Source: an optimization exercise on an open RTL-to-GDS flow (aim: small area and a short achievable clock period). Production flows keep margins and buffers that such runs may drop.
Function was checked by simulation only, so behaviour that the tests miss may differ from the original.
Power figures rest on the tool's default switching activity, not on a simulated workload.

==> design/flow/design.v <==
`timescale 1ns / 1ps
`default_nettype none
module ArithmaticUnit(
		input wire clock_i, isWb_i, enable_i,
		input wire [4:0] wbAddress_i,
		input wire [6:0] opCode_i,
		input wire [15:0] pOperand_i, sOperand_i,
		output reg wbEnable_o,
		output reg [4:0] wbAddress_o,
		output reg [15:0] wbData_o,
		output reg [1:0] statusWriteback_o  
    );
	wire [15:0] P = pOperand_i;
	wire [15:0] S = sOperand_i;
	wire mul = opCode_i[1] & opCode_i[0];
	wire sub = opCode_i[1] & ~opCode_i[0];
	wire as  = opCode_i[1] ^ opCode_i[0];
	wire [7:0] one, two, neg;
	assign one[0] = opCode_i[0] ? (~opCode_i[1] | P[0]) : opCode_i[1];
	assign two[0] = opCode_i[1] & opCode_i[0] & P[1] & ~P[0];
	assign neg[0] = opCode_i[1] & (~opCode_i[0] | P[1]);
	genvar k;
	generate for (k = 1; k < 8; k = k + 1) begin : enc
		assign one[k] = mul & (P[2*k] ^ P[2*k-1]);
		assign two[k] = mul & ((P[2*k+1] & ~P[2*k] & ~P[2*k-1]) | (~P[2*k+1] & P[2*k] & P[2*k-1]));
		assign neg[k] = mul & P[2*k+1];
	end endgenerate
	wire pp0_0_n; pa_nand2 u_pp0_0_n (.a(one[0]), .b(S[0]), .y(pp0_0_n));
	wire pp0_0; pa_xnor2 u_pp0_0 (.a(pp0_0_n), .b(neg[0]), .y(pp0_0));
	wire pp0_1_n; pa_aoi22 u_pp0_1_n (.a(one[0]), .b(S[1]), .c(two[0]), .d(S[0]), .y(pp0_1_n));
	wire pp0_1; pa_xnor2 u_pp0_1 (.a(pp0_1_n), .b(neg[0]), .y(pp0_1));
	wire pp0_2_n; pa_aoi22 u_pp0_2_n (.a(one[0]), .b(S[2]), .c(two[0]), .d(S[1]), .y(pp0_2_n));
	wire pp0_2; pa_xnor2 u_pp0_2 (.a(pp0_2_n), .b(neg[0]), .y(pp0_2));
	wire pp0_3_n; pa_aoi22 u_pp0_3_n (.a(one[0]), .b(S[3]), .c(two[0]), .d(S[2]), .y(pp0_3_n));
	wire pp0_3; pa_xnor2 u_pp0_3 (.a(pp0_3_n), .b(neg[0]), .y(pp0_3));
	wire pp0_4_n; pa_aoi22 u_pp0_4_n (.a(one[0]), .b(S[4]), .c(two[0]), .d(S[3]), .y(pp0_4_n));
	wire pp0_4; pa_xnor2 u_pp0_4 (.a(pp0_4_n), .b(neg[0]), .y(pp0_4));
	wire pp0_5_n; pa_aoi22 u_pp0_5_n (.a(one[0]), .b(S[5]), .c(two[0]), .d(S[4]), .y(pp0_5_n));
	wire pp0_5; pa_xnor2 u_pp0_5 (.a(pp0_5_n), .b(neg[0]), .y(pp0_5));
	wire pp0_6_n; pa_aoi22 u_pp0_6_n (.a(one[0]), .b(S[6]), .c(two[0]), .d(S[5]), .y(pp0_6_n));
	wire pp0_6; pa_xnor2 u_pp0_6 (.a(pp0_6_n), .b(neg[0]), .y(pp0_6));
	wire pp0_7_n; pa_aoi22 u_pp0_7_n (.a(one[0]), .b(S[7]), .c(two[0]), .d(S[6]), .y(pp0_7_n));
	wire pp0_7; pa_xnor2 u_pp0_7 (.a(pp0_7_n), .b(neg[0]), .y(pp0_7));
	wire pp0_8_n; pa_aoi22 u_pp0_8_n (.a(one[0]), .b(S[8]), .c(two[0]), .d(S[7]), .y(pp0_8_n));
	wire pp0_8; pa_xnor2 u_pp0_8 (.a(pp0_8_n), .b(neg[0]), .y(pp0_8));
	wire pp0_9_n; pa_aoi22 u_pp0_9_n (.a(one[0]), .b(S[9]), .c(two[0]), .d(S[8]), .y(pp0_9_n));
	wire pp0_9; pa_xnor2 u_pp0_9 (.a(pp0_9_n), .b(neg[0]), .y(pp0_9));
	wire pp0_10_n; pa_aoi22 u_pp0_10_n (.a(one[0]), .b(S[10]), .c(two[0]), .d(S[9]), .y(pp0_10_n));
	wire pp0_10; pa_xnor2 u_pp0_10 (.a(pp0_10_n), .b(neg[0]), .y(pp0_10));
	wire pp0_11_n; pa_aoi22 u_pp0_11_n (.a(one[0]), .b(S[11]), .c(two[0]), .d(S[10]), .y(pp0_11_n));
	wire pp0_11; pa_xnor2 u_pp0_11 (.a(pp0_11_n), .b(neg[0]), .y(pp0_11));
	wire pp0_12_n; pa_aoi22 u_pp0_12_n (.a(one[0]), .b(S[12]), .c(two[0]), .d(S[11]), .y(pp0_12_n));
	wire pp0_12; pa_xnor2 u_pp0_12 (.a(pp0_12_n), .b(neg[0]), .y(pp0_12));
	wire pp0_13_n; pa_aoi22 u_pp0_13_n (.a(one[0]), .b(S[13]), .c(two[0]), .d(S[12]), .y(pp0_13_n));
	wire pp0_13; pa_xnor2 u_pp0_13 (.a(pp0_13_n), .b(neg[0]), .y(pp0_13));
	wire pp0_14_n; pa_aoi22 u_pp0_14_n (.a(one[0]), .b(S[14]), .c(two[0]), .d(S[13]), .y(pp0_14_n));
	wire pp0_14; pa_xnor2 u_pp0_14 (.a(pp0_14_n), .b(neg[0]), .y(pp0_14));
	wire pp0_15_n; pa_aoi22 u_pp0_15_n (.a(one[0]), .b(S[15]), .c(two[0]), .d(S[14]), .y(pp0_15_n));
	wire pp0_15; pa_xnor2 u_pp0_15 (.a(pp0_15_n), .b(neg[0]), .y(pp0_15));
	wire ng0 = neg[0];
	wire pp1_2_n; pa_aoi22 u_pp1_2_n (.a(one[1]), .b(S[0]), .c(as), .d(P[2]), .y(pp1_2_n));
	wire pp1_2; pa_xnor2 u_pp1_2 (.a(pp1_2_n), .b(neg[1]), .y(pp1_2));
	wire pp1_3_n; pa_aoi222 u_pp1_3_n (.a(one[1]), .b(S[1]), .c(two[1]), .d(S[0]), .e(as), .f(P[3]), .y(pp1_3_n));
	wire pp1_3; pa_xnor2 u_pp1_3 (.a(pp1_3_n), .b(neg[1]), .y(pp1_3));
	wire pp1_4_n; pa_aoi222 u_pp1_4_n (.a(one[1]), .b(S[2]), .c(two[1]), .d(S[1]), .e(as), .f(P[4]), .y(pp1_4_n));
	wire pp1_4; pa_xnor2 u_pp1_4 (.a(pp1_4_n), .b(neg[1]), .y(pp1_4));
	wire pp1_5_n; pa_aoi222 u_pp1_5_n (.a(one[1]), .b(S[3]), .c(two[1]), .d(S[2]), .e(as), .f(P[5]), .y(pp1_5_n));
	wire pp1_5; pa_xnor2 u_pp1_5 (.a(pp1_5_n), .b(neg[1]), .y(pp1_5));
	wire pp1_6_n; pa_aoi222 u_pp1_6_n (.a(one[1]), .b(S[4]), .c(two[1]), .d(S[3]), .e(as), .f(P[6]), .y(pp1_6_n));
	wire pp1_6; pa_xnor2 u_pp1_6 (.a(pp1_6_n), .b(neg[1]), .y(pp1_6));
	wire pp1_7_n; pa_aoi222 u_pp1_7_n (.a(one[1]), .b(S[5]), .c(two[1]), .d(S[4]), .e(as), .f(P[7]), .y(pp1_7_n));
	wire pp1_7; pa_xnor2 u_pp1_7 (.a(pp1_7_n), .b(neg[1]), .y(pp1_7));
	wire pp1_8_n; pa_aoi222 u_pp1_8_n (.a(one[1]), .b(S[6]), .c(two[1]), .d(S[5]), .e(as), .f(P[8]), .y(pp1_8_n));
	wire pp1_8; pa_xnor2 u_pp1_8 (.a(pp1_8_n), .b(neg[1]), .y(pp1_8));
	wire pp1_9_n; pa_aoi222 u_pp1_9_n (.a(one[1]), .b(S[7]), .c(two[1]), .d(S[6]), .e(as), .f(P[9]), .y(pp1_9_n));
	wire pp1_9; pa_xnor2 u_pp1_9 (.a(pp1_9_n), .b(neg[1]), .y(pp1_9));
	wire pp1_10_n; pa_aoi222 u_pp1_10_n (.a(one[1]), .b(S[8]), .c(two[1]), .d(S[7]), .e(as), .f(P[10]), .y(pp1_10_n));
	wire pp1_10; pa_xnor2 u_pp1_10 (.a(pp1_10_n), .b(neg[1]), .y(pp1_10));
	wire pp1_11_n; pa_aoi222 u_pp1_11_n (.a(one[1]), .b(S[9]), .c(two[1]), .d(S[8]), .e(as), .f(P[11]), .y(pp1_11_n));
	wire pp1_11; pa_xnor2 u_pp1_11 (.a(pp1_11_n), .b(neg[1]), .y(pp1_11));
	wire pp1_12_n; pa_aoi222 u_pp1_12_n (.a(one[1]), .b(S[10]), .c(two[1]), .d(S[9]), .e(as), .f(P[12]), .y(pp1_12_n));
	wire pp1_12; pa_xnor2 u_pp1_12 (.a(pp1_12_n), .b(neg[1]), .y(pp1_12));
	wire pp1_13_n; pa_aoi222 u_pp1_13_n (.a(one[1]), .b(S[11]), .c(two[1]), .d(S[10]), .e(as), .f(P[13]), .y(pp1_13_n));
	wire pp1_13; pa_xnor2 u_pp1_13 (.a(pp1_13_n), .b(neg[1]), .y(pp1_13));
	wire pp1_14_n; pa_aoi222 u_pp1_14_n (.a(one[1]), .b(S[12]), .c(two[1]), .d(S[11]), .e(as), .f(P[14]), .y(pp1_14_n));
	wire pp1_14; pa_xnor2 u_pp1_14 (.a(pp1_14_n), .b(neg[1]), .y(pp1_14));
	wire pp1_15_n; pa_aoi222 u_pp1_15_n (.a(one[1]), .b(S[13]), .c(two[1]), .d(S[12]), .e(as), .f(P[15]), .y(pp1_15_n));
	wire pp1_15; pa_xnor2 u_pp1_15 (.a(pp1_15_n), .b(neg[1]), .y(pp1_15));
	wire ng1 = neg[1];
	wire pp2_4_n; pa_nand2 u_pp2_4_n (.a(one[2]), .b(S[0]), .y(pp2_4_n));
	wire pp2_4; pa_xnor2 u_pp2_4 (.a(pp2_4_n), .b(neg[2]), .y(pp2_4));
	wire pp2_5_n; pa_aoi22 u_pp2_5_n (.a(one[2]), .b(S[1]), .c(two[2]), .d(S[0]), .y(pp2_5_n));
	wire pp2_5; pa_xnor2 u_pp2_5 (.a(pp2_5_n), .b(neg[2]), .y(pp2_5));
	wire pp2_6_n; pa_aoi22 u_pp2_6_n (.a(one[2]), .b(S[2]), .c(two[2]), .d(S[1]), .y(pp2_6_n));
	wire pp2_6; pa_xnor2 u_pp2_6 (.a(pp2_6_n), .b(neg[2]), .y(pp2_6));
	wire pp2_7_n; pa_aoi22 u_pp2_7_n (.a(one[2]), .b(S[3]), .c(two[2]), .d(S[2]), .y(pp2_7_n));
	wire pp2_7; pa_xnor2 u_pp2_7 (.a(pp2_7_n), .b(neg[2]), .y(pp2_7));
	wire pp2_8_n; pa_aoi22 u_pp2_8_n (.a(one[2]), .b(S[4]), .c(two[2]), .d(S[3]), .y(pp2_8_n));
	wire pp2_8; pa_xnor2 u_pp2_8 (.a(pp2_8_n), .b(neg[2]), .y(pp2_8));
	wire pp2_9_n; pa_aoi22 u_pp2_9_n (.a(one[2]), .b(S[5]), .c(two[2]), .d(S[4]), .y(pp2_9_n));
	wire pp2_9; pa_xnor2 u_pp2_9 (.a(pp2_9_n), .b(neg[2]), .y(pp2_9));
	wire pp2_10_n; pa_aoi22 u_pp2_10_n (.a(one[2]), .b(S[6]), .c(two[2]), .d(S[5]), .y(pp2_10_n));
	wire pp2_10; pa_xnor2 u_pp2_10 (.a(pp2_10_n), .b(neg[2]), .y(pp2_10));
	wire pp2_11_n; pa_aoi22 u_pp2_11_n (.a(one[2]), .b(S[7]), .c(two[2]), .d(S[6]), .y(pp2_11_n));
	wire pp2_11; pa_xnor2 u_pp2_11 (.a(pp2_11_n), .b(neg[2]), .y(pp2_11));
	wire pp2_12_n; pa_aoi22 u_pp2_12_n (.a(one[2]), .b(S[8]), .c(two[2]), .d(S[7]), .y(pp2_12_n));
	wire pp2_12; pa_xnor2 u_pp2_12 (.a(pp2_12_n), .b(neg[2]), .y(pp2_12));
	wire pp2_13_n; pa_aoi22 u_pp2_13_n (.a(one[2]), .b(S[9]), .c(two[2]), .d(S[8]), .y(pp2_13_n));
	wire pp2_13; pa_xnor2 u_pp2_13 (.a(pp2_13_n), .b(neg[2]), .y(pp2_13));
	wire pp2_14_n; pa_aoi22 u_pp2_14_n (.a(one[2]), .b(S[10]), .c(two[2]), .d(S[9]), .y(pp2_14_n));
	wire pp2_14; pa_xnor2 u_pp2_14 (.a(pp2_14_n), .b(neg[2]), .y(pp2_14));
	wire pp2_15_n; pa_aoi22 u_pp2_15_n (.a(one[2]), .b(S[11]), .c(two[2]), .d(S[10]), .y(pp2_15_n));
	wire pp2_15; pa_xnor2 u_pp2_15 (.a(pp2_15_n), .b(neg[2]), .y(pp2_15));
	wire ng2 = neg[2];
	wire pp3_6_n; pa_nand2 u_pp3_6_n (.a(one[3]), .b(S[0]), .y(pp3_6_n));
	wire pp3_6; pa_xnor2 u_pp3_6 (.a(pp3_6_n), .b(neg[3]), .y(pp3_6));
	wire pp3_7_n; pa_aoi22 u_pp3_7_n (.a(one[3]), .b(S[1]), .c(two[3]), .d(S[0]), .y(pp3_7_n));
	wire pp3_7; pa_xnor2 u_pp3_7 (.a(pp3_7_n), .b(neg[3]), .y(pp3_7));
	wire pp3_8_n; pa_aoi22 u_pp3_8_n (.a(one[3]), .b(S[2]), .c(two[3]), .d(S[1]), .y(pp3_8_n));
	wire pp3_8; pa_xnor2 u_pp3_8 (.a(pp3_8_n), .b(neg[3]), .y(pp3_8));
	wire pp3_9_n; pa_aoi22 u_pp3_9_n (.a(one[3]), .b(S[3]), .c(two[3]), .d(S[2]), .y(pp3_9_n));
	wire pp3_9; pa_xnor2 u_pp3_9 (.a(pp3_9_n), .b(neg[3]), .y(pp3_9));
	wire pp3_10_n; pa_aoi22 u_pp3_10_n (.a(one[3]), .b(S[4]), .c(two[3]), .d(S[3]), .y(pp3_10_n));
	wire pp3_10; pa_xnor2 u_pp3_10 (.a(pp3_10_n), .b(neg[3]), .y(pp3_10));
	wire pp3_11_n; pa_aoi22 u_pp3_11_n (.a(one[3]), .b(S[5]), .c(two[3]), .d(S[4]), .y(pp3_11_n));
	wire pp3_11; pa_xnor2 u_pp3_11 (.a(pp3_11_n), .b(neg[3]), .y(pp3_11));
	wire pp3_12_n; pa_aoi22 u_pp3_12_n (.a(one[3]), .b(S[6]), .c(two[3]), .d(S[5]), .y(pp3_12_n));
	wire pp3_12; pa_xnor2 u_pp3_12 (.a(pp3_12_n), .b(neg[3]), .y(pp3_12));
	wire pp3_13_n; pa_aoi22 u_pp3_13_n (.a(one[3]), .b(S[7]), .c(two[3]), .d(S[6]), .y(pp3_13_n));
	wire pp3_13; pa_xnor2 u_pp3_13 (.a(pp3_13_n), .b(neg[3]), .y(pp3_13));
	wire pp3_14_n; pa_aoi22 u_pp3_14_n (.a(one[3]), .b(S[8]), .c(two[3]), .d(S[7]), .y(pp3_14_n));
	wire pp3_14; pa_xnor2 u_pp3_14 (.a(pp3_14_n), .b(neg[3]), .y(pp3_14));
	wire pp3_15_n; pa_aoi22 u_pp3_15_n (.a(one[3]), .b(S[9]), .c(two[3]), .d(S[8]), .y(pp3_15_n));
	wire pp3_15; pa_xnor2 u_pp3_15 (.a(pp3_15_n), .b(neg[3]), .y(pp3_15));
	wire ng3 = neg[3];
	wire pp4_8_n; pa_nand2 u_pp4_8_n (.a(one[4]), .b(S[0]), .y(pp4_8_n));
	wire pp4_8; pa_xnor2 u_pp4_8 (.a(pp4_8_n), .b(neg[4]), .y(pp4_8));
	wire pp4_9_n; pa_aoi22 u_pp4_9_n (.a(one[4]), .b(S[1]), .c(two[4]), .d(S[0]), .y(pp4_9_n));
	wire pp4_9; pa_xnor2 u_pp4_9 (.a(pp4_9_n), .b(neg[4]), .y(pp4_9));
	wire pp4_10_n; pa_aoi22 u_pp4_10_n (.a(one[4]), .b(S[2]), .c(two[4]), .d(S[1]), .y(pp4_10_n));
	wire pp4_10; pa_xnor2 u_pp4_10 (.a(pp4_10_n), .b(neg[4]), .y(pp4_10));
	wire pp4_11_n; pa_aoi22 u_pp4_11_n (.a(one[4]), .b(S[3]), .c(two[4]), .d(S[2]), .y(pp4_11_n));
	wire pp4_11; pa_xnor2 u_pp4_11 (.a(pp4_11_n), .b(neg[4]), .y(pp4_11));
	wire pp4_12_n; pa_aoi22 u_pp4_12_n (.a(one[4]), .b(S[4]), .c(two[4]), .d(S[3]), .y(pp4_12_n));
	wire pp4_12; pa_xnor2 u_pp4_12 (.a(pp4_12_n), .b(neg[4]), .y(pp4_12));
	wire pp4_13_n; pa_aoi22 u_pp4_13_n (.a(one[4]), .b(S[5]), .c(two[4]), .d(S[4]), .y(pp4_13_n));
	wire pp4_13; pa_xnor2 u_pp4_13 (.a(pp4_13_n), .b(neg[4]), .y(pp4_13));
	wire pp4_14_n; pa_aoi22 u_pp4_14_n (.a(one[4]), .b(S[6]), .c(two[4]), .d(S[5]), .y(pp4_14_n));
	wire pp4_14; pa_xnor2 u_pp4_14 (.a(pp4_14_n), .b(neg[4]), .y(pp4_14));
	wire pp4_15_n; pa_aoi22 u_pp4_15_n (.a(one[4]), .b(S[7]), .c(two[4]), .d(S[6]), .y(pp4_15_n));
	wire pp4_15; pa_xnor2 u_pp4_15 (.a(pp4_15_n), .b(neg[4]), .y(pp4_15));
	wire ng4 = neg[4];
	wire pp5_10_n; pa_nand2 u_pp5_10_n (.a(one[5]), .b(S[0]), .y(pp5_10_n));
	wire pp5_10; pa_xnor2 u_pp5_10 (.a(pp5_10_n), .b(neg[5]), .y(pp5_10));
	wire pp5_11_n; pa_aoi22 u_pp5_11_n (.a(one[5]), .b(S[1]), .c(two[5]), .d(S[0]), .y(pp5_11_n));
	wire pp5_11; pa_xnor2 u_pp5_11 (.a(pp5_11_n), .b(neg[5]), .y(pp5_11));
	wire pp5_12_n; pa_aoi22 u_pp5_12_n (.a(one[5]), .b(S[2]), .c(two[5]), .d(S[1]), .y(pp5_12_n));
	wire pp5_12; pa_xnor2 u_pp5_12 (.a(pp5_12_n), .b(neg[5]), .y(pp5_12));
	wire pp5_13_n; pa_aoi22 u_pp5_13_n (.a(one[5]), .b(S[3]), .c(two[5]), .d(S[2]), .y(pp5_13_n));
	wire pp5_13; pa_xnor2 u_pp5_13 (.a(pp5_13_n), .b(neg[5]), .y(pp5_13));
	wire pp5_14_n; pa_aoi22 u_pp5_14_n (.a(one[5]), .b(S[4]), .c(two[5]), .d(S[3]), .y(pp5_14_n));
	wire pp5_14; pa_xnor2 u_pp5_14 (.a(pp5_14_n), .b(neg[5]), .y(pp5_14));
	wire pp5_15_n; pa_aoi22 u_pp5_15_n (.a(one[5]), .b(S[5]), .c(two[5]), .d(S[4]), .y(pp5_15_n));
	wire pp5_15; pa_xnor2 u_pp5_15 (.a(pp5_15_n), .b(neg[5]), .y(pp5_15));
	wire ng5 = neg[5];
	wire pp6_12_n; pa_nand2 u_pp6_12_n (.a(one[6]), .b(S[0]), .y(pp6_12_n));
	wire pp6_12; pa_xnor2 u_pp6_12 (.a(pp6_12_n), .b(neg[6]), .y(pp6_12));
	wire pp6_13_n; pa_aoi22 u_pp6_13_n (.a(one[6]), .b(S[1]), .c(two[6]), .d(S[0]), .y(pp6_13_n));
	wire pp6_13; pa_xnor2 u_pp6_13 (.a(pp6_13_n), .b(neg[6]), .y(pp6_13));
	wire pp6_14_n; pa_aoi22 u_pp6_14_n (.a(one[6]), .b(S[2]), .c(two[6]), .d(S[1]), .y(pp6_14_n));
	wire pp6_14; pa_xnor2 u_pp6_14 (.a(pp6_14_n), .b(neg[6]), .y(pp6_14));
	wire pp6_15_n; pa_aoi22 u_pp6_15_n (.a(one[6]), .b(S[3]), .c(two[6]), .d(S[2]), .y(pp6_15_n));
	wire pp6_15; pa_xnor2 u_pp6_15 (.a(pp6_15_n), .b(neg[6]), .y(pp6_15));
	wire ng6 = neg[6];
	wire pp7_14_n; pa_nand2 u_pp7_14_n (.a(one[7]), .b(S[0]), .y(pp7_14_n));
	wire pp7_14; pa_xnor2 u_pp7_14 (.a(pp7_14_n), .b(neg[7]), .y(pp7_14));
	wire pp7_15_n; pa_aoi22 u_pp7_15_n (.a(one[7]), .b(S[1]), .c(two[7]), .d(S[0]), .y(pp7_15_n));
	wire pp7_15; pa_xnor2 u_pp7_15 (.a(pp7_15_n), .b(neg[7]), .y(pp7_15));
	wire ng7 = neg[7];
	wire xp0 = as & P[0];
	wire xp1 = as & P[1];
	wire hs0, hc0; pa_ha u_hs0 (.a(ng5), .b(pp2_10), .s(hs0), .co(hc0));
	wire hs1, hc1; pa_ha u_hs1 (.a(pp2_11), .b(pp3_11), .s(hs1), .co(hc1));
	wire hs2, hc2; pa_ha u_hs2 (.a(ng6), .b(pp2_12), .s(hs2), .co(hc2));
	wire fs0_x, fs0, fc0; pa_xor2 u_fs0_x (.a(pp3_12), .b(pp4_12), .y(fs0_x)); pa_xor2 u_fs0 (.a(fs0_x), .b(pp5_12), .y(fs0)); pa_maj3 u_fc0 (.a(pp3_12), .b(pp4_12), .c(pp5_12), .y(fc0));
	wire hs3, hc3; pa_ha u_hs3 (.a(pp2_13), .b(pp3_13), .s(hs3), .co(hc3));
	wire fs1_x, fs1, fc1; pa_xor2 u_fs1_x (.a(pp4_13), .b(pp5_13), .y(fs1_x)); pa_xor2 u_fs1 (.a(fs1_x), .b(pp6_13), .y(fs1)); pa_maj3 u_fc1 (.a(pp4_13), .b(pp5_13), .c(pp6_13), .y(fc1));
	wire hs4, hc4; pa_ha u_hs4 (.a(ng7), .b(pp2_14), .s(hs4), .co(hc4));
	wire fs2, fc2; pa_fa u_fs2 (.a(pp3_14), .b(pp4_14), .c(pp0_14), .s(fs2), .co(fc2));
	wire fs3_x, fs3, fc3; pa_xor2 u_fs3_x (.a(pp5_14), .b(pp6_14), .y(fs3_x)); pa_xor2 u_fs3 (.a(fs3_x), .b(pp7_14), .y(fs3)); pa_maj3 u_fc3 (.a(pp5_14), .b(pp6_14), .c(pp7_14), .y(fc3));
	wire hs5, hc5; pa_ha u_hs5 (.a(pp2_15), .b(pp3_15), .s(hs5), .co(hc5));
	wire fs4, fc4; pa_fa u_fs4 (.a(pp4_15), .b(pp5_15), .c(pp1_15), .s(fs4), .co(fc4));
	wire fs5, fc5; pa_fa u_fs5 (.a(pp6_15), .b(pp7_15), .c(pp0_15), .s(fs5), .co(fc5));
	wire hs6, hc6; pa_ha u_hs6 (.a(ng3), .b(pp2_6), .s(hs6), .co(hc6));
	wire hs7, hc7; pa_ha u_hs7 (.a(pp2_7), .b(pp3_7), .s(hs7), .co(hc7));
	wire hs8, hc8; pa_ha u_hs8 (.a(ng4), .b(pp2_8), .s(hs8), .co(hc8));
	wire fs6_x, fs6, fc6; pa_xor2 u_fs6_x (.a(pp3_8), .b(pp4_8), .y(fs6_x)); pa_xor2 u_fs6 (.a(fs6_x), .b(pp0_8), .y(fs6)); pa_maj3 u_fc6 (.a(pp3_8), .b(pp4_8), .c(pp0_8), .y(fc6));
	wire hs9, hc9; pa_ha u_hs9 (.a(pp2_9), .b(pp3_9), .s(hs9), .co(hc9));
	wire fs7_x, fs7, fc7; pa_xor2 u_fs7_x (.a(pp4_9), .b(pp0_9), .y(fs7_x)); pa_xor2 u_fs7 (.a(fs7_x), .b(pp1_9), .y(fs7)); pa_maj3 u_fc7 (.a(pp4_9), .b(pp0_9), .c(pp1_9), .y(fc7));
	wire fs8_x, fs8, fc8; pa_xor2 u_fs8_x (.a(pp3_10), .b(pp4_10), .y(fs8_x)); pa_xor2 u_fs8 (.a(fs8_x), .b(hs0), .y(fs8)); pa_maj3 u_fc8 (.a(pp3_10), .b(pp4_10), .c(hs0), .y(fc8));
	wire fs9_x, fs9, fc9; pa_xor2 u_fs9_x (.a(pp5_10), .b(pp0_10), .y(fs9_x)); pa_xor2 u_fs9 (.a(fs9_x), .b(pp1_10), .y(fs9)); pa_maj3 u_fc9 (.a(pp5_10), .b(pp0_10), .c(pp1_10), .y(fc9));
	wire fs10_x, fs10, fc10; pa_xor2 u_fs10_x (.a(pp4_11), .b(pp5_11), .y(fs10_x)); pa_xor2 u_fs10 (.a(fs10_x), .b(hs1), .y(fs10)); pa_maj3 u_fc10 (.a(pp4_11), .b(pp5_11), .c(hs1), .y(fc10));
	wire fs11_x, fs11, fc11; pa_xor2 u_fs11_x (.a(pp0_11), .b(pp1_11), .y(fs11_x)); pa_xor2 u_fs11 (.a(fs11_x), .b(hc0), .y(fs11)); pa_maj3 u_fc11 (.a(pp0_11), .b(pp1_11), .c(hc0), .y(fc11));
	wire fs12_x, fs12, fc12; pa_xor2 u_fs12_x (.a(pp6_12), .b(pp0_12), .y(fs12_x)); pa_xor2 u_fs12 (.a(fs12_x), .b(fs0), .y(fs12)); pa_maj3 u_fc12 (.a(pp6_12), .b(pp0_12), .c(fs0), .y(fc12));
	wire fs13_x, fs13, fc13; pa_xor2 u_fs13_x (.a(pp1_12), .b(hc1), .y(fs13_x)); pa_xor2 u_fs13 (.a(fs13_x), .b(hs2), .y(fs13)); pa_maj3 u_fc13 (.a(pp1_12), .b(hc1), .c(hs2), .y(fc13));
	wire fs14_x, fs14, fc14; pa_xor2 u_fs14_x (.a(pp0_13), .b(pp1_13), .y(fs14_x)); pa_xor2 u_fs14 (.a(fs14_x), .b(fs1), .y(fs14)); pa_maj3 u_fc14 (.a(pp0_13), .b(pp1_13), .c(fs1), .y(fc14));
	wire fs15_x, fs15, fc15; pa_xor2 u_fs15_x (.a(hc2), .b(hs3), .y(fs15_x)); pa_xor2 u_fs15 (.a(fs15_x), .b(fc0), .y(fs15)); pa_maj3 u_fc15 (.a(hc2), .b(hs3), .c(fc0), .y(fc15));
	wire fs16_x, fs16, fc16; pa_xor2 u_fs16_x (.a(pp1_14), .b(hc3), .y(fs16_x)); pa_xor2 u_fs16 (.a(fs16_x), .b(fs3), .y(fs16)); pa_maj3 u_fc16 (.a(pp1_14), .b(hc3), .c(fs3), .y(fc16));
	wire fs17_x, fs17, fc17; pa_xor2 u_fs17_x (.a(hs4), .b(fc1), .y(fs17_x)); pa_xor2 u_fs17 (.a(fs17_x), .b(fs2), .y(fs17)); pa_maj3 u_fc17 (.a(hs4), .b(fc1), .c(fs2), .y(fc17));
	wire fs18_x, fs18, fc18; pa_xor2 u_fs18_x (.a(hc4), .b(hs5), .y(fs18_x)); pa_xor2 u_fs18 (.a(fs18_x), .b(fc2), .y(fs18)); pa_maj3 u_fc18 (.a(hc4), .b(hs5), .c(fc2), .y(fc18));
	wire fs19_x, fs19, fc19; pa_xor2 u_fs19_x (.a(fc3), .b(fs4), .y(fs19_x)); pa_xor2 u_fs19 (.a(fs19_x), .b(fs5), .y(fs19)); pa_maj3 u_fc19 (.a(fc3), .b(fs4), .c(fs5), .y(fc19));
	wire hs10, hc10; pa_ha u_hs10 (.a(ng2), .b(pp2_4), .s(hs10), .co(hc10));
	wire hs11, hc11; pa_ha u_hs11 (.a(pp2_5), .b(pp0_5), .s(hs11), .co(hc11));
	wire fs20, fc20; pa_fa u_fs20 (.a(pp3_6), .b(pp0_6), .c(pp1_6), .s(fs20), .co(fc20));
	wire fs21, fc21; pa_fa u_fs21 (.a(pp0_7), .b(pp1_7), .c(hc6), .s(fs21), .co(fc21));
	wire fs22, fc22; pa_fa u_fs22 (.a(pp1_8), .b(hc7), .c(hs8), .s(fs22), .co(fc22));
	wire fs23_x, fs23, fc23; pa_xor2 u_fs23_x (.a(hc8), .b(hs9), .y(fs23_x)); pa_xor2 u_fs23 (.a(fs23_x), .b(fc6), .y(fs23)); pa_maj3 u_fc23 (.a(hc8), .b(hs9), .c(fc6), .y(fc23));
	wire fs24_x, fs24, fc24; pa_xor2 u_fs24_x (.a(hc9), .b(fc7), .y(fs24_x)); pa_xor2 u_fs24 (.a(fs24_x), .b(fs9), .y(fs24)); pa_maj3 u_fc24 (.a(hc9), .b(fc7), .c(fs9), .y(fc24));
	wire fs25_x, fs25, fc25; pa_xor2 u_fs25_x (.a(fc9), .b(fs11), .y(fs25_x)); pa_xor2 u_fs25 (.a(fs25_x), .b(fs10), .y(fs25)); pa_maj3 u_fc25 (.a(fc9), .b(fs11), .c(fs10), .y(fc25));
	wire fs26_x, fs26, fc26; pa_xor2 u_fs26_x (.a(fc11), .b(fs12), .y(fs26_x)); pa_xor2 u_fs26 (.a(fs26_x), .b(fc10), .y(fs26)); pa_maj3 u_fc26 (.a(fc11), .b(fs12), .c(fc10), .y(fc26));
	wire fs27_x, fs27, fc27; pa_xor2 u_fs27_x (.a(fs14), .b(fc13), .y(fs27_x)); pa_xor2 u_fs27 (.a(fs27_x), .b(fs15), .y(fs27)); pa_maj3 u_fc27 (.a(fs14), .b(fc13), .c(fs15), .y(fc27));
	wire fs28_x, fs28, fc28; pa_xor2 u_fs28_x (.a(fc15), .b(fs16), .y(fs28_x)); pa_xor2 u_fs28 (.a(fs28_x), .b(fc14), .y(fs28)); pa_maj3 u_fc28 (.a(fc15), .b(fs16), .c(fc14), .y(fc28));
	wire fs29_x, fs29, fc29; pa_xor2 u_fs29_x (.a(fs18), .b(fc16), .y(fs29_x)); pa_xor2 u_fs29 (.a(fs29_x), .b(fc17), .y(fs29)); pa_maj3 u_fc29 (.a(fs18), .b(fc16), .c(fc17), .y(fc29));
	wire hs12, hc12; pa_ha u_hs12 (.a(xp0), .b(ng0), .s(hs12), .co(hc12));
	wire hs13, hc13; pa_ha u_hs13 (.a(xp1), .b(pp0_1), .s(hs13), .co(hc13));
	wire fs30, fc30; pa_fa u_fs30 (.a(ng1), .b(pp0_2), .c(pp1_2), .s(fs30), .co(fc30));
	wire hs14, hc14; pa_ha u_hs14 (.a(pp0_3), .b(pp1_3), .s(hs14), .co(hc14));
	wire fs31, fc31; pa_fa u_fs31 (.a(pp0_4), .b(pp1_4), .c(hs10), .s(fs31), .co(fc31));
	wire fs32, fc32; pa_fa u_fs32 (.a(pp1_5), .b(hc10), .c(hs11), .s(fs32), .co(fc32));
	wire fs33, fc33; pa_fa u_fs33 (.a(hs6), .b(hc11), .c(fs20), .s(fs33), .co(fc33));
	wire fs34_x, fs34, fc34; pa_xor2 u_fs34_x (.a(hs7), .b(fc20), .y(fs34_x)); pa_xor2 u_fs34 (.a(fs34_x), .b(fs21), .y(fs34)); pa_maj3 u_fc34 (.a(hs7), .b(fc20), .c(fs21), .y(fc34));
	wire fs35_x, fs35, fc35; pa_xor2 u_fs35_x (.a(fs6), .b(fc21), .y(fs35_x)); pa_xor2 u_fs35 (.a(fs35_x), .b(fs22), .y(fs35)); pa_maj3 u_fc35 (.a(fs6), .b(fc21), .c(fs22), .y(fc35));
	wire fs36_x, fs36, fc36; pa_xor2 u_fs36_x (.a(fs7), .b(fc22), .y(fs36_x)); pa_xor2 u_fs36 (.a(fs36_x), .b(fs23), .y(fs36)); pa_maj3 u_fc36 (.a(fs7), .b(fc22), .c(fs23), .y(fc36));
	wire fs37_x, fs37, fc37; pa_xor2 u_fs37_x (.a(fs8), .b(fc23), .y(fs37_x)); pa_xor2 u_fs37 (.a(fs37_x), .b(fs24), .y(fs37)); pa_maj3 u_fc37 (.a(fs8), .b(fc23), .c(fs24), .y(fc37));
	wire fs38_x, fs38, fc38; pa_xor2 u_fs38_x (.a(fc8), .b(fc24), .y(fs38_x)); pa_xor2 u_fs38 (.a(fs38_x), .b(fs25), .y(fs38)); pa_maj3 u_fc38 (.a(fc8), .b(fc24), .c(fs25), .y(fc38));
	wire fs39_x, fs39, fc39; pa_xor2 u_fs39_x (.a(fs13), .b(fc25), .y(fs39_x)); pa_xor2 u_fs39 (.a(fs39_x), .b(fs26), .y(fs39)); pa_maj3 u_fc39 (.a(fs13), .b(fc25), .c(fs26), .y(fc39));
	wire fs40_x, fs40, fc40; pa_xor2 u_fs40_x (.a(fc12), .b(fc26), .y(fs40_x)); pa_xor2 u_fs40 (.a(fs40_x), .b(fs27), .y(fs40)); pa_maj3 u_fc40 (.a(fc12), .b(fc26), .c(fs27), .y(fc40));
	wire fs41_x, fs41, fc41; pa_xor2 u_fs41_x (.a(fs17), .b(fc27), .y(fs41_x)); pa_xor2 u_fs41 (.a(fs41_x), .b(fs28), .y(fs41)); pa_maj3 u_fc41 (.a(fs17), .b(fc27), .c(fs28), .y(fc41));
	wire fs42_x, fs42, fc42; pa_xor2 u_fs42_x (.a(fs19), .b(fc28), .y(fs42_x)); pa_xor2 u_fs42 (.a(fs42_x), .b(fs29), .y(fs42)); pa_maj3 u_fc42 (.a(fs19), .b(fc28), .c(fs29), .y(fc42));
	wire [15:0] ra = {fc41, fc40, fc39, fc38, fc37, fc36, fc35, fc34, fc33, fc32, fc31, hc14, fc30, hc13, hc12, hs12};
	wire [15:0] rb = {fs42, fs41, fs40, fs39, fs38, fs37, fs36, fs35, fs34, fs33, fs32, fs31, hs14, fs30, hs13, pp0_0};
	wire [15:0] g0, p0;
	pa_xor2 u_p0_0 (.a(ra[0]), .b(rb[0]), .y(p0[0])); pa_and2 u_g0_0 (.a(ra[0]), .b(rb[0]), .y(g0[0]));
	pa_xor2 u_p0_1 (.a(ra[1]), .b(rb[1]), .y(p0[1])); pa_and2 u_g0_1 (.a(ra[1]), .b(rb[1]), .y(g0[1]));
	pa_xor2 u_p0_2 (.a(ra[2]), .b(rb[2]), .y(p0[2])); pa_and2 u_g0_2 (.a(ra[2]), .b(rb[2]), .y(g0[2]));
	pa_xor2 u_p0_3 (.a(ra[3]), .b(rb[3]), .y(p0[3])); pa_and2 u_g0_3 (.a(ra[3]), .b(rb[3]), .y(g0[3]));
	pa_xor2 u_p0_4 (.a(ra[4]), .b(rb[4]), .y(p0[4])); pa_and2 u_g0_4 (.a(ra[4]), .b(rb[4]), .y(g0[4]));
	pa_xor2 u_p0_5 (.a(ra[5]), .b(rb[5]), .y(p0[5])); pa_and2 u_g0_5 (.a(ra[5]), .b(rb[5]), .y(g0[5]));
	pa_xor2 u_p0_6 (.a(ra[6]), .b(rb[6]), .y(p0[6])); pa_and2 u_g0_6 (.a(ra[6]), .b(rb[6]), .y(g0[6]));
	pa_xor2 u_p0_7 (.a(ra[7]), .b(rb[7]), .y(p0[7])); pa_and2 u_g0_7 (.a(ra[7]), .b(rb[7]), .y(g0[7]));
	pa_xor2 u_p0_8 (.a(ra[8]), .b(rb[8]), .y(p0[8])); pa_and2 u_g0_8 (.a(ra[8]), .b(rb[8]), .y(g0[8]));
	pa_xor2 u_p0_9 (.a(ra[9]), .b(rb[9]), .y(p0[9])); pa_and2 u_g0_9 (.a(ra[9]), .b(rb[9]), .y(g0[9]));
	pa_xor2 u_p0_10 (.a(ra[10]), .b(rb[10]), .y(p0[10])); pa_and2 u_g0_10 (.a(ra[10]), .b(rb[10]), .y(g0[10]));
	pa_xor2 u_p0_11 (.a(ra[11]), .b(rb[11]), .y(p0[11])); pa_and2 u_g0_11 (.a(ra[11]), .b(rb[11]), .y(g0[11]));
	pa_xor2 u_p0_12 (.a(ra[12]), .b(rb[12]), .y(p0[12])); pa_and2 u_g0_12 (.a(ra[12]), .b(rb[12]), .y(g0[12]));
	pa_xor2 u_p0_13 (.a(ra[13]), .b(rb[13]), .y(p0[13])); pa_and2 u_g0_13 (.a(ra[13]), .b(rb[13]), .y(g0[13]));
	pa_xor2 u_p0_14 (.a(ra[14]), .b(rb[14]), .y(p0[14])); pa_and2 u_g0_14 (.a(ra[14]), .b(rb[14]), .y(g0[14]));
	pa_xor2 u_p0_15 (.a(ra[15]), .b(rb[15]), .y(p0[15])); pa_and2 u_g0_15 (.a(ra[15]), .b(rb[15]), .y(g0[15]));
	wire g1_1 = g0[1] | (p0[1] & g0[0]);
	wire g1_3 = g0[3] | (p0[3] & g0[2]);
	wire p1_3 = p0[3] & p0[2];
	wire g1_5 = g0[5] | (p0[5] & g0[4]);
	wire p1_5 = p0[5] & p0[4];
	wire g1_7 = g0[7] | (p0[7] & g0[6]);
	wire p1_7 = p0[7] & p0[6];
	wire g1_9 = g0[9] | (p0[9] & g0[8]);
	wire p1_9 = p0[9] & p0[8];
	wire g1_11 = g0[11] | (p0[11] & g0[10]);
	wire p1_11 = p0[11] & p0[10];
	wire g1_13 = g0[13] | (p0[13] & g0[12]);
	wire p1_13 = p0[13] & p0[12];
	wire g1_15 = g0[15] | (p0[15] & g0[14]);
	wire p1_15 = p0[15] & p0[14];
	wire g2_2 = g0[2] | (p0[2] & g1_1);
	wire g2_3 = g1_3 | (p1_3 & g1_1);
	wire g2_6 = g0[6] | (p0[6] & g1_5);
	wire p2_6 = p0[6] & p1_5;
	wire g2_7 = g1_7 | (p1_7 & g1_5);
	wire p2_7 = p1_7 & p1_5;
	wire g2_10 = g0[10] | (p0[10] & g1_9);
	wire p2_10 = p0[10] & p1_9;
	wire g2_11 = g1_11 | (p1_11 & g1_9);
	wire p2_11 = p1_11 & p1_9;
	wire g2_14 = g0[14] | (p0[14] & g1_13);
	wire p2_14 = p0[14] & p1_13;
	wire g2_15 = g1_15 | (p1_15 & g1_13);
	wire p2_15 = p1_15 & p1_13;
	wire g3_4 = g0[4] | (p0[4] & g2_3);
	wire g3_5 = g1_5 | (p1_5 & g2_3);
	wire g3_6 = g2_6 | (p2_6 & g2_3);
	wire g3_7 = g2_7 | (p2_7 & g2_3);
	wire g3_12 = g0[12] | (p0[12] & g2_11);
	wire p3_12 = p0[12] & p2_11;
	wire g3_13 = g1_13 | (p1_13 & g2_11);
	wire p3_13 = p1_13 & p2_11;
	wire g3_14 = g2_14 | (p2_14 & g2_11);
	wire p3_14 = p2_14 & p2_11;
	wire g3_15 = g2_15 | (p2_15 & g2_11);
	wire p3_15 = p2_15 & p2_11;
	wire g4_8 = g0[8] | (p0[8] & g3_7);
	wire g4_9 = g1_9 | (p1_9 & g3_7);
	wire g4_10 = g2_10 | (p2_10 & g3_7);
	wire g4_11 = g2_11 | (p2_11 & g3_7);
	wire g4_12 = g3_12 | (p3_12 & g3_7);
	wire g4_13 = g3_13 | (p3_13 & g3_7);
	wire g4_14 = g3_14 | (p3_14 & g3_7);
	wire g4_15 = g3_15 | (p3_15 & g3_7);
	wire [16:0] sum;
	assign sum[0] = p0[0];
	pa_xor2 u_sum_1 (.a(p0[1]), .b(g0[0]), .y(sum[1]));
	pa_xor2 u_sum_2 (.a(p0[2]), .b(g1_1), .y(sum[2]));
	pa_xor2 u_sum_3 (.a(p0[3]), .b(g2_2), .y(sum[3]));
	pa_xor2 u_sum_4 (.a(p0[4]), .b(g2_3), .y(sum[4]));
	pa_xor2 u_sum_5 (.a(p0[5]), .b(g3_4), .y(sum[5]));
	pa_xor2 u_sum_6 (.a(p0[6]), .b(g3_5), .y(sum[6]));
	pa_xor2 u_sum_7 (.a(p0[7]), .b(g3_6), .y(sum[7]));
	pa_xor2 u_sum_8 (.a(p0[8]), .b(g3_7), .y(sum[8]));
	pa_xor2 u_sum_9 (.a(p0[9]), .b(g4_8), .y(sum[9]));
	pa_xor2 u_sum_10 (.a(p0[10]), .b(g4_9), .y(sum[10]));
	pa_xor2 u_sum_11 (.a(p0[11]), .b(g4_10), .y(sum[11]));
	pa_xor2 u_sum_12 (.a(p0[12]), .b(g4_11), .y(sum[12]));
	pa_xor2 u_sum_13 (.a(p0[13]), .b(g4_12), .y(sum[13]));
	pa_xor2 u_sum_14 (.a(p0[14]), .b(g4_13), .y(sum[14]));
	pa_xor2 u_sum_15 (.a(p0[15]), .b(g4_14), .y(sum[15]));
	assign sum[16] = g4_15;
	wire cout = sum[16] | hc5 | fc4 | fc5 | fc18 | fc19 | fc29 | fc42;
	wire arith = ~|opCode_i[6:2];
	always @(posedge clock_i)
	begin
		if (enable_i)
		begin
			wbEnable_o <= isWb_i & |opCode_i;
			wbAddress_o <= wbAddress_i;
			if (arith) wbData_o <= sum[15:0];
			if (arith & as) statusWriteback_o <= {~opCode_i[1] & cout, opCode_i[1] & ~cout};
		end
	end
endmodule
module pa_aoi22(input wire a, b, c, d, output wire y);
	assign y = ~((a & b) | (c & d));
endmodule
module pa_aoi222(input wire a, b, c, d, e, f, output wire y);
	assign y = ~((a & b) | (c & d) | (e & f));
endmodule
module pa_nand2(input wire a, b, output wire y);
	assign y = ~(a & b);
endmodule
module pa_xnor2(input wire a, b, output wire y);
	assign y = ~(a ^ b);
endmodule
module pa_xor2(input wire a, b, output wire y);
	assign y = a ^ b;
endmodule
module pa_and2(input wire a, b, output wire y);
	assign y = a & b;
endmodule
module pa_maj3(input wire a, b, c, output wire y);
	assign y = (a & b) | (a & c) | (b & c);
endmodule
module pa_nor2(input wire a, b, output wire y);
	assign y = ~(a | b);
endmodule
module pa_inv(input wire a, output wire y);
	assign y = ~a;
endmodule
module pa_aoi21(input wire a1, a2, b1, output wire y);
	assign y = ~((a1 & a2) | b1);
endmodule
module pa_oai21(input wire a1, a2, b1, output wire y);
	assign y = ~((a1 | a2) & b1);
endmodule
module pa_fa(input wire a, b, c, output wire s, co);
	assign s = a ^ b ^ c;
	assign co = (a & b) | (a & c) | (b & c);
endmodule
module pa_ha(input wire a, b, output wire s, co);
	assign s = a ^ b;
	assign co = a & b;
endmodule
==> design/flow/flow/run.sh <==
#!/bin/bash
# Standard ORFS layout, with smaller port buffers and free cell resizing.
set -euo pipefail
bash standard.sh MATCH_CELL_FOOTPRINT=0 ABC_LOAD_IN_FF=1 "BUFFER_PORTS_ARGS=-buffer_cell sky130_fd_sc_hd__buf_1" finish > make_finish.log 2>&1
==> design/flow/standard.sh <==
#!/bin/bash
# synth_recipe.tcl (not shown) runs the flow's synth.tcl, then flattens the netlist and writes it again
# the make line also repeats each setting of config.mk as NAME=value (left out here)
make -C /OpenROAD-flow-scripts/flow DESIGN_CONFIG=/design/flow/config.mk WORK_HOME=/design/flow/orfs CLKGATE_MAP_FILE= SYNTH_SCRIPT=/design/flow/synth_recipe.tcl "${@:-finish}"
==> design/flow/config.mk <==
export PLATFORM = sky130hd
export DESIGN_NAME = ArithmaticUnit
export DESIGN_NICKNAME = ArithmaticUnit
export VERILOG_FILES = /design/flow/design.v
export SDC_FILE = /design/flow/constraint.sdc
export NUM_CORES = 4
export LEC_CHECK = 0
export CAP_MARGIN = 20
export CORE_MARGIN = 2
export CORE_UTILIZATION = 45
export SETUP_SLACK_MARGIN = 2.5
export SLEW_MARGIN = 20
export SYNTH_HIERARCHICAL = 1
export SYNTH_MINIMUM_KEEP_SIZE = 0
==> design/flow/constraint.sdc <==
create_clock -name core_clock -period 8.0 [get_ports {clock_i}]
set_input_delay 1.6000 -clock core_clock [delete_from_list [all_inputs] [get_ports {clock_i}]]
set_output_delay 1.6000 -clock core_clock [all_outputs]
set_load 0.01 [all_outputs]
==> results of run 1 <==
[power by group]
| group | internal (mW) | leakage (nW) | switching (mW) |
|---|---|---|---|
| Sequential | 0.192 | 0.219 | 0.00115 |
| Combinational | 0.358 | 1.68 | 0.462 |
| Clock | 0.0669 | 0.0357 | 0.0400 |
| Total | 0.617 | 1.93 | 0.503 |
[worst paths after layout]
path	end	slack [ns]	cells past startpoint	start
setup / recovery	wbData_o[14]$_DFFE_PP_	2.71	14	opCode_i[1]
hold / removal	wbAddress_o[4]$_DFFE_PP_	1.49	1	wbAddress_i[4]
[modules after synthesis, one instance, submodules excluded, excerpt]
module     flip-flops and latches  area [sq um]  cells inside
pa_aoi22                        0         7.507             1
pa_maj3                         0         11.26             1
pa_aoi222                       0         10.01             1
pa_ha                           0         12.51             1
pa_fa                           0         20.02             1
pa_and2                         0         6.256             1
[worst max-delay path: cells and delay by family]
| kind | cells | cell delay (ns) |
|---|---|---|
| AO/OA/AOI/OAI | 5 | 1.21 |
| XOR/XNOR | 3 | 0.60 |
| adder cells (fa/ha/maj) | 3 | 1.28 |
| buffers and inverters | 2 | 0.40 |
| AND/OR/NAND/NOR | 1 | 0.20 |
[registers in the layout, indices dropped and copies added (netlist names)]
| name | count |
|---|---|
| wbEnable_o | 1 |
| wbData_o | 16 |
| statusWriteback_o | 2 |
| wbAddress_o | 5 |
[metrics by stage]
| step | area (sq um) | std cells |
|---|---|---|
| after floorplan | 4290 | 453 |
| after global placement | 4715 | 651 |
| after detailed placement | 4715 | 651 |
| after CTS | 4803 | 655 |
| after global routing | 4858 | 656 |
| final | 4858 | 656 |
[metal layers]
layer  vias up  track usage  part of all wire
li1       1798            -                 -
met4         0      0.06133            0.0094
met2       119       0.3087              0.46
met3         6      0.01035             0.051
met1      1651       0.2904              0.48
met5         -            0                 0
[final cells by class]
class | instances | area [sq um] | share of cell area
inverters | 4 | 15.01 | 0.003090
clock buffers | 3 | 41.29 | 0.008499
repair buffers | 72 | 280.3 | 0.05769
clock inverters | 1 | 30.03 | 0.006181
multi-input cells | 423 | 3610 | 0.7430
well taps | 129 | 161.4 | 0.03322
flip-flops and latches | 24 | 720.7 | 0.1483
[cell families (layout without fill, tap and decap cells)]
group | after synthesis | count (layout) | share of synthesized area
adder cells (fa/ha/maj) | 60 | 60 | 0.1829
buffers and inverters | 6 | 80 | 0.005249
AND/OR/NAND/NOR | 87 | 87 | 0.1047
AO/OA/AOI/OAI | 100 | 100 | 0.1799
flip-flops | 24 | 24 | 0.1680
XOR/XNOR | 176 | 176 | 0.3593
[layout by cell type (no fill, tap or decap), types with 2 or more instances in the layout]
master and instances:
nand2_1 26, and2_0 25, ha_4 2, buf_4 2
o21ai_0 9, fa_1 10, edfxtp_1 24, a222oi_1 13
nor2_1 11, a21o_1 10, ha_1 15, buf_1 68
and2_1 6, xnor2_2 2, clkbuf_2 2, xor2_1 104
inv_1 4, and3_1 2, clkbuf_8 3, nor4_1 2
xnor2_1 70, a22oi_1 52, a21oi_1 7, and2_2 9
maj3_2 33
[timing repair]
action | 4_1_cts | 5_1_grt
gates resized for setup | 15 | 23
setup buffers | 0 | 1
endpoints found under the setup margin | 9 | 6
pin swaps | 0 | 2
gates cloned | 0 | 0
==> results.sh, run 1 <==
export IMPL_worst_setup_path_type="in -> reg"
export IMPL_route_detailed_drc=0
export IMPL_clockRootBuffer="clkbuf_8"
export IMPL_antenna_found_initial=0
export IMPL_layout_min_cycle_time_ns=5.287
export IMPL_synth_most_common_cell="xor2_1"
export IMPL_total_power_mw=1.120
export IMPL_critPathRequiredTime_ns=8.01
export IMPL_status="finished clean"
export IMPL_ys_seq_elements=24
export IMPL_synth_commonest_cells="xor2_1, xnor2_1, a22oi_1, and2_0, maj3_2"
export IMPL_area_delta_synth_final_pct=13.24
export IMPL_drive_gt1_frac=0.1120
export IMPL_async_reset_ff_frac=0
export IMPL_synth_flop_cell="edfxtp_1"
export IMPL_postRouteAntennaNets=0
export IMPL_path_max_fanout=17
export IMPL_pre_cts_ws_ns=1.719
export IMPL_tns_ns=0
export IMPL_clock_path_buffers=2
export IMPL_finalHoldViolCount=0
export IMPL_tightest_slew_ns=1.040
export IMPL_dieArea_sq_um=10330
export IMPL_avgSynthCellArea_sq_um=9.471
export IMPL_powerDensity_nw_per_um2=230.5
export IMPL_slowest_delay_ns=0.48
export IMPL_coreArea_sq_um=9240
export IMPL_ir_worst_vdd_v=0.00009873
export IMPL_cts_sinks=24
export IMPL_drt_wirelength_per_cell_um=15.04
export IMPL_die_height_um=101.6
export IMPL_holdBufCountCts=0
export IMPL_rsz0062_at_grt="true"
export IMPL_num_vias=3574
export IMPL_h_tree_depth=1
export IMPL_syn_inst=453
export IMPL_grt_pass1_wl_mm=16.47
export IMPL_maxCapViolCount=0
export IMPL_grt_start_max_net_pins=23
export IMPL_synth_top_cell_area_share=0.2123
export IMPL_fillers=913
export IMPL_synth_distinct_cells=29
export IMPL_gp_congestion=0.9014
export IMPL_final_max_slew_viol_count=0
export IMPL_critPathSlowestCell="fa_1"
export IMPL_relSlewSlack=0.3060
export IMPL_fmax_mhz=189.2
export IMPL_cp_start_kind="primary input"
export IMPL_gr_total_overflow=0
export IMPL_layout_setup_ws_ns=2.713
export IMPL_hold_class="in -> reg"
export IMPL_critPathArrivalTime_ns=5.30
export IMPL_firstDrtPassIters=5
export IMPL_p_leak_nw=1.932
export IMPL_routed_wl_mm=9.865
export IMPL_chipWidth_um=101.6
export IMPL_grt_use_total=0.1970
export IMPL_yosys_top_cells_area="xor2_1, edfxtp_1, xnor2_1, a22oi_1, maj3_2"
export IMPL_cts_tree="built"
export IMPL_synth_edf_count=24
export IMPL_cts_inserted_buffers=3
export IMPL_path_cells="buf_1, inv_1, ha_4, a222oi_1, xnor2_1, fa_1, fa_1, xor2_1, and3_1, a31o_4, a21o_1, a21o_1, a21o_1, xor2_1"
export IMPL_setup_viol=0
export IMPL_endpoint_kind="flip-flop"
export IMPL_dr_first_iter_drc_count=222
export IMPL_yosysTopAreaCell="xor2_1"
export IMPL_io_buffers=70
export IMPL_fin_crit_sh=0.6608
export IMPL_finalNetCount=602
export IMPL_utilization=0.5258
export IMPL_row_count=35
export IMPL_dp_hpwl_mm=8.125
export IMPL_antenna_cells=0
export IMPL_clk_pin_slew_worst_paths_ns=0.09
export IMPL_viasPerCell=5.448
export IMPL_start_util=0.4643
export IMPL_syn_area_sq_um=4290
export IMPL_synthesis_yosys_warnings=7
export IMPL_crit_top_cell="a21o_1"
export IMPL_holdWs_ns=1.491
export IMPL_io_pins=71
export IMPL_synthesis_nets=527
export IMPL_yosysSeqAreaShare=0.1680
export IMPL_grt_pass1_vias=3389
==> run 2: changes to the inputs <==
--- a/design/flow/config.mk
+++ b/design/flow/config.mk
@@ -12,3 +12,4 @@
 export SLEW_MARGIN = 20
 export SYNTH_HIERARCHICAL = 1
 export SYNTH_MINIMUM_KEEP_SIZE = 0
+export TNS_END_PERCENT = 0
==> results.sh, run 2 <==
export IMPL_status="finished clean"
export IMPL_area_delta_synth_final_pct=13.24
export IMPL_syn_area_sq_um=4290
export IMPL_sequentialPowerShare=0.173
export IMPL_clockRootBuffer="clkbuf_8"
export IMPL_crit_top_cell="a21o_1"
export IMPL_drt_wirelength_per_cell_um=15.04
export IMPL_path_cells="buf_1, inv_1, ha_4, a222oi_1, xnor2_1, fa_1, fa_1, xor2_1, and3_1, a31o_4, a21o_1, a21o_1, a21o_1, xor2_1"
export IMPL_max_flop_register="wbData_o"
export IMPL_yosysSeqAreaShare=0.1680
export IMPL_dpl_instance_area_sq_um=4715
export IMPL_chipWidth_um=101.6
export IMPL_synth_most_common_cell="xor2_1"
export IMPL_reg_top3="wbData_o x16, wbAddress_o x5, statusWriteback_o x2"
export IMPL_layout_commonest_cell="xor2_1"
export IMPL_maxCapViolCount=0
export IMPL_cts_sinks=24
export IMPL_p_leak_nw=1.932
export IMPL_cts_inserted_buffers=3
export IMPL_routed_wl_mm=9.865
export IMPL_grt_pass1_vias=3389
export IMPL_critPathArrivalTime_ns=5.30
export IMPL_row_count=35
export IMPL_avgSynthCellArea_sq_um=9.471
export IMPL_total_power_mw=1.120
export IMPL_route_detailed_drc=0
export IMPL_holdWs_ns=1.491
export IMPL_utilization=0.5258
export IMPL_syn_inst=453
export IMPL_h_tree_depth=1
export IMPL_dr_first_iter_drc_count=222
export IMPL_start_util=0.4643
export IMPL_grt_start_max_net_pins=23
export IMPL_synthesis_nets=527
export IMPL_async_reset_ff_frac=0
export IMPL_path_max_fanout=17
export IMPL_synth_distinct_cells=29
export IMPL_fillers=913
export IMPL_clk_pin_slew_worst_paths_ns=0.09
export IMPL_worst_setup_path_type="in -> reg"
export IMPL_gp_congestion=0.9014
export IMPL_synth_flop_cell="edfxtp_1"
export IMPL_switching_share=0.4491
export IMPL_final_cell_mix="xor2_1, xnor2_1, buf_1"
export IMPL_combPwrFrac=0.732
export IMPL_finalNetCount=602
export IMPL_viasPerCell=5.448
export IMPL_crit_family="adder cells"
export IMPL_fin_area_sq_um=4858
export IMPL_cp_start_kind="primary input"
export IMPL_cts_tree="built"
export IMPL_ys_seq_elements=24
export IMPL_dp_hpwl_mm=8.125
export IMPL_antenna_cells=0
export IMPL_worst_path_buf_inv=2
export IMPL_antenna_found_initial=0
export IMPL_internal_power_mw=0.6170
export IMPL_firstDrtPassIters=5
export IMPL_yosysTopAreaCell="xor2_1"
export IMPL_synth_edf_count=24
export IMPL_postRouteAntennaNets=0
export IMPL_coreArea_sq_um=9240
export IMPL_setup_viol=0
export IMPL_critPathSlowestCell="fa_1"
export IMPL_io_buffers=70
export IMPL_p_clk_frac=0.096
export IMPL_gr_total_overflow=0
export IMPL_ir_worst_vdd_v=0.00009873
export IMPL_io_pins=71
export IMPL_endpoint_kind="flip-flop"
export IMPL_yosys_top_cells_area="xor2_1, edfxtp_1, xnor2_1, a22oi_1, maj3_2"
export IMPL_final_max_slew_viol_count=0
export IMPL_synthesis_yosys_warnings=7
export IMPL_synth_top_cell_area_share=0.2123
export IMPL_rsz0062_at_grt="true"
export IMPL_die_height_um=101.6
export IMPL_largest_reg_flops=16
export IMPL_finalHoldViolCount=0
export IMPL_grt_use_total=0.1970
export IMPL_tns_ns=0
export IMPL_num_vias=3574
export IMPL_tightest_slew_ns=1.040
export IMPL_dieArea_sq_um=10330
export IMPL_hold_class="in -> reg"
export IMPL_powerDensity_nw_per_um2=230.5
export IMPL_critPathRequiredTime_ns=8.01
export IMPL_slowest_delay_ns=0.48
export IMPL_fmax_mhz=189.2
export IMPL_fin_crit_sh=0.6608
export IMPL_layout_min_cycle_time_ns=5.287
export IMPL_grt_pass1_wl_mm=16.47
export IMPL_drive_gt1_frac=0.1120
export IMPL_relSlewSlack=0.3060
export IMPL_synth_commonest_cells="xor2_1, xnor2_1, a22oi_1, and2_0, maj3_2"
export IMPL_clock_path_buffers=2
export IMPL_p_sw_mw=0.5029
run 2: cell counts in the layout (fill, tap and decap cells not counted):
No cell type changed its count.
run 2: final cells by class:
cell class / count / area (sq um) / share of cell area
clock inverter: 1 / 30.03 / 0.006181
inverter: 4 / 15.01 / 0.003090
clock buffer: 3 / 41.29 / 0.008499
multi-input combinational: 423 / 3610 / 0.7430
sequential: 24 / 720.7 / 0.1483
timing repair buffer: 72 / 280.3 / 0.05769
tap: 129 / 161.4 / 0.03322
run 2: final timing paths:
| kind | start | endpoint | depth (start not counted) |
|---|---|---|---|
| hold / removal | wbAddress_i[4] | wbAddress_o[4]$_DFFE_PP_ | 1 |
| setup / recovery | opCode_i[1] | wbData_o[14]$_DFFE_PP_ | 14 |
run 2: metal layers:
layer / track usage / wire [um]
met5: 0 / 0
met4: 0.06133 / 93
met3: 0.01035 / 501
met2: 0.3087 / 4518
met1: 0.2904 / 4752
run 2: what timing repair did:
item | in CTS | in global routing
gates resized for setup | 15 | 23
endpoints found under the setup margin | 9 | 6
hold buffers | 0 | 0
pin swaps | 0 | 2
setup buffers | 0 | 1
run 2: through the flow:
| stage | cells | setup WS (ns) |
|---|---|---|
| finish | 656 | 2.713 |
| global route | 656 | 2.477 |
| detailed placement | 651 | 1.719 |
| floorplan | 453 | 2.538 |
| global placement | 651 | 1.891 |
| CTS | 655 | 2.580 |
run 2: power by group through the flow:
stage	Clock, mW	Sequential, mW	Combinational, mW
final	0.107	0.193	0.820
after global routing	0.113	0.194	0.918
after CTS	0.109	0.193	0.823
after detailed placement	0	0.196	0.819
after global placement	0	0.196	0.805
after floorplan	0	0.200	0.675
run 2: per-module statistics from Yosys, one instance, submodules excluded:
| module | copies in the design | flip-flops and latches |
|---|---|---|
| pa_maj3 | 33 | 0 |
| pa_xor2 | 97 | 0 |
| pa_aoi22 | 52 | 0 |
| pa_xnor2 | 72 | 0 |
| pa_nand2 | 7 | 0 |
| pa_aoi222 | 13 | 0 |
| pa_fa | 10 | 0 |
| pa_ha | 15 | 0 |
| pa_and2 | 16 | 0 |
| ArithmaticUnit | 1 | 24 |
run 2: cell families after synthesis:
| kind of cell | share of synthesized area |
|---|---|
| AO/OA/AOI/OAI | 0.1799 |
| buffers and inverters | 0.005249 |
| adder cells (fa/ha/maj) | 0.1829 |
| AND/OR/NAND/NOR | 0.1047 |
| XOR/XNOR | 0.3593 |
| flip-flops | 0.1680 |
==> run 3: changes to the inputs <==
--- a/design/flow/config.mk
+++ b/design/flow/config.mk
@@ -12,4 +12,4 @@
 export SLEW_MARGIN = 20
 export SYNTH_HIERARCHICAL = 1
 export SYNTH_MINIMUM_KEEP_SIZE = 0
-export TNS_END_PERCENT = 0
+export TNS_END_PERCENT = 30
==> results.sh, run 3 <==
export IMPL_status="finished clean"
export IMPL_fillers=913
export IMPL_synth_top_cell_area_share=0.2123
export IMPL_area_delta_synth_final_pct=13.24
export IMPL_synth_most_common_cell="xor2_1"
export IMPL_hold_class="in -> reg"
export IMPL_coreArea_sq_um=9240
export IMPL_critPathArrivalTime_ns=5.30
export IMPL_dieArea_sq_um=10330
export IMPL_setup_viol=0
export IMPL_final_max_slew_viol_count=0
export IMPL_drive_gt1_frac=0.1120
export IMPL_tns_ns=0
export IMPL_path_max_fanout=17
export IMPL_die_height_um=101.6
export IMPL_cts_sinks=24
export IMPL_yosysSeqAreaShare=0.1680
export IMPL_synth_distinct_cells=29
export IMPL_dp_hpwl_mm=8.125
export IMPL_min_path_cells=1
export IMPL_synth_commonest_cells="xor2_1, xnor2_1, a22oi_1, and2_0, maj3_2"
export IMPL_yosys_top_cells_area="xor2_1, edfxtp_1, xnor2_1, a22oi_1, maj3_2"
export IMPL_cts_tree="built"
export IMPL_relSlewSlack=0.3060
export IMPL_finalHoldViolCount=0
export IMPL_reg_top3="wbData_o x16, wbAddress_o x5, statusWriteback_o x2"
export IMPL_holdBufCountCts=0
export IMPL_syn_inst=453
export IMPL_largest_reg_flops=16
export IMPL_grt_start_max_net_pins=23
export IMPL_final_cell_mix="xor2_1, xnor2_1, buf_1"
export IMPL_chipWidth_um=101.6
export IMPL_route_detailed_drc=0
export IMPL_num_vias=3574
export IMPL_critPathRequiredTime_ns=8.01
export IMPL_fin_cells=656
export IMPL_worst_setup_path_type="in -> reg"
export IMPL_synth_flop_cell="edfxtp_1"
export IMPL_row_count=35
export IMPL_fin_crit_sh=0.6608
export IMPL_endpoint_kind="flip-flop"
export IMPL_io_pins=71
export IMPL_tightest_slew_ns=1.040
export IMPL_routed_wl_mm=9.865
export IMPL_ir_worst_vdd_v=0.00009873
export IMPL_p_leak_nw=1.932
export IMPL_layout_commonest_cell="xor2_1"
export IMPL_layout_min_cycle_time_ns=5.287
export IMPL_rsz0062_at_grt="true"
export IMPL_cp_start_kind="primary input"
export IMPL_gr_total_overflow=0
export IMPL_avgSynthCellArea_sq_um=9.471
export IMPL_cts_inserted_buffers=3
export IMPL_antenna_found_initial=0
export IMPL_syn_area_sq_um=4290
export IMPL_clock_path_buffers=2
export IMPL_ys_seq_elements=24
export IMPL_startpoint="opCode_i[1]"
export IMPL_yosysTopAreaCell="xor2_1"
export IMPL_clk_pin_slew_worst_paths_ns=0.09
export IMPL_fmax_mhz=189.2
export IMPL_dp_cells=651
export IMPL_postRouteAntennaNets=0
export IMPL_start_util=0.4643
export IMPL_drt_wirelength_per_cell_um=15.04
export IMPL_antenna_cells=0
export IMPL_finalNetCount=602
export IMPL_firstDrtPassIters=5
export IMPL_viasPerCell=5.448
export IMPL_powerDensity_nw_per_um2=230.5
export IMPL_dr_first_iter_drc_count=222
export IMPL_fin_area_sq_um=4858
export IMPL_grt_use_total=0.1970
export IMPL_max_flop_register="wbData_o"
export IMPL_grt_pass1_wl_mm=16.47
export IMPL_dpl_instance_area_sq_um=4715
export IMPL_total_power_mw=1.120
export IMPL_io_buffers=70
export IMPL_maxCapViolCount=0
export IMPL_cp_endpoint="wbData_o[14]$_DFFE_PP_"
export IMPL_grt_pass1_vias=3389
export IMPL_synthesis_nets=527
export IMPL_clockRootBuffer="clkbuf_8"
export IMPL_h_tree_depth=1
export IMPL_synth_edf_count=24
export IMPL_async_reset_ff_frac=0
export IMPL_synthesis_yosys_warnings=7
export IMPL_gp_congestion=0.9014
[run 3: cell counts after synthesis]
Identical to the previous run, type by type.
[run 3: Yosys stat by module (local to each module, per instance), a selection]
| module | copies in the design | flops+latches |
|---|---|---|
| pa_fa | 10 | 0 |
| pa_ha | 15 | 0 |
| pa_maj3 | 33 | 0 |
| pa_xor2 | 97 | 0 |
| pa_aoi22 | 52 | 0 |
| pa_and2 | 16 | 0 |
| pa_nand2 | 7 | 0 |
[run 3: cells by family after synthesis]
family	synth area share
xor gates and xnor gates	0.3593
AOI/OAI and AO/OA	0.1799
and+or+nand+nor	0.1047
adders and majority gates	0.1829
DFF	0.1680
buffers and inverters	0.005249
[run 3: worst max-delay path, stage by stage]
cell and delay, ns:
buf_1 0.20, inv_1 0.20, ha_4 0.33, a222oi_1 0.37
xnor2_1 0.23, fa_1 0.48, fa_1 0.47, xor2_1 0.22
and3_1 0.20, a31o_4 0.27, a21o_1 0.18, a21o_1 0.20
a21o_1 0.19, xor2_1 0.15
[run 3: layout make-up]
cell class / count / area (sq um) / area share
clock inverter: 1 / 30.03 / 0.006181
inverter: 4 / 15.01 / 0.003090
timing repair buffer: 72 / 280.3 / 0.05769
sequential: 24 / 720.7 / 0.1483
tap: 129 / 161.4 / 0.03322
multi-input combinational: 423 / 3610 / 0.7430
clock buffer: 3 / 41.29 / 0.008499
[run 3: worst min path at each step]
stage | to | from | slack (ns)
3_3_place_gp | wbAddress_o[3]$_DFFE_PP_ | wbAddress_i[3] | 1.78
5_1_grt | wbAddress_o[4]$_DFFE_PP_ | wbAddress_i[4] | 1.49
4_1_cts | wbAddress_o[4]$_DFFE_PP_ | wbAddress_i[4] | 1.49
3_5_place_dp | wbAddress_o[4]$_DFFE_PP_ | wbAddress_i[4] | 1.78
6_report | wbAddress_o[4]$_DFFE_PP_ | wbAddress_i[4] | 1.49
2_1_floorplan | wbAddress_o[0]$_DFFE_PP_ | wbAddress_i[0] | 1.70
[run 3: metal layers]
metal,wire (um),track usage
met1,4752,0.2904
met2,4518,0.3087
met3,501,0.01035
met4,93,0.06133
met5,0,0
[run 3: power by group]
| part | internal [mW] | switching [mW] |
|---|---|---|
| combinational | 0.358 | 0.462 |
| sequential | 0.192 | 0.00115 |
| clock | 0.0669 | 0.0400 |
[run 3: per-stage QoR]
step / hold slack [ns] / setup WS [ns] / utilization
after global routing: 1.491 / 2.477 / 0.5258
final: 1.491 / 2.713 / 0.5258
after detailed placement: 1.779 / 1.719 / 0.5102
after global placement: 1.776 / 1.891 / 0.5102
after CTS: 1.492 / 2.580 / 0.5198
after floorplan: 1.699 / 2.538 / -
[run 3: what timing repair did]
action | CTS | global route
setup buffers | 0 | 1
gates resized for setup | 15 | 23
endpoints found under the setup margin | 9 | 6
pin swaps | 0 | 2
endpoints found under the hold margin | 0 | 0
gates cloned | 0 | 0

==> static timing again, ports no longer ideal <==
No port has a modelled driver above. Below, the same layouts with a new extraction and two added sets of constraints.
Step 1, drivers: a clkbuf_16 drives clock_i and a buf_2 each remaining input, both assumed.
Step 2 moves the port delays by t, midway between the first and last clock arrival at a register: inputs arrive t later, outputs are due t later. That takes back most of the time a late clock gives input paths.
Three values: no drivers, after step 1, after step 2; two values: the first two.
run	t (ns)	setup WS [ns]	latest minus earliest clock arrival (ns)	worst register clock-pin slew, ns
run 1	0.292	2.713 / 2.718 / 2.426	0.013 / 0.012	0.09 / 0.09
run 2	0.292	2.713 / 2.718 / 2.426	0.013 / 0.012	0.09 / 0.09
run 3	0.292	2.713 / 2.718 / 2.426	0.013 / 0.012	0.09 / 0.09
After both steps setup and hold are still met in every run listed.
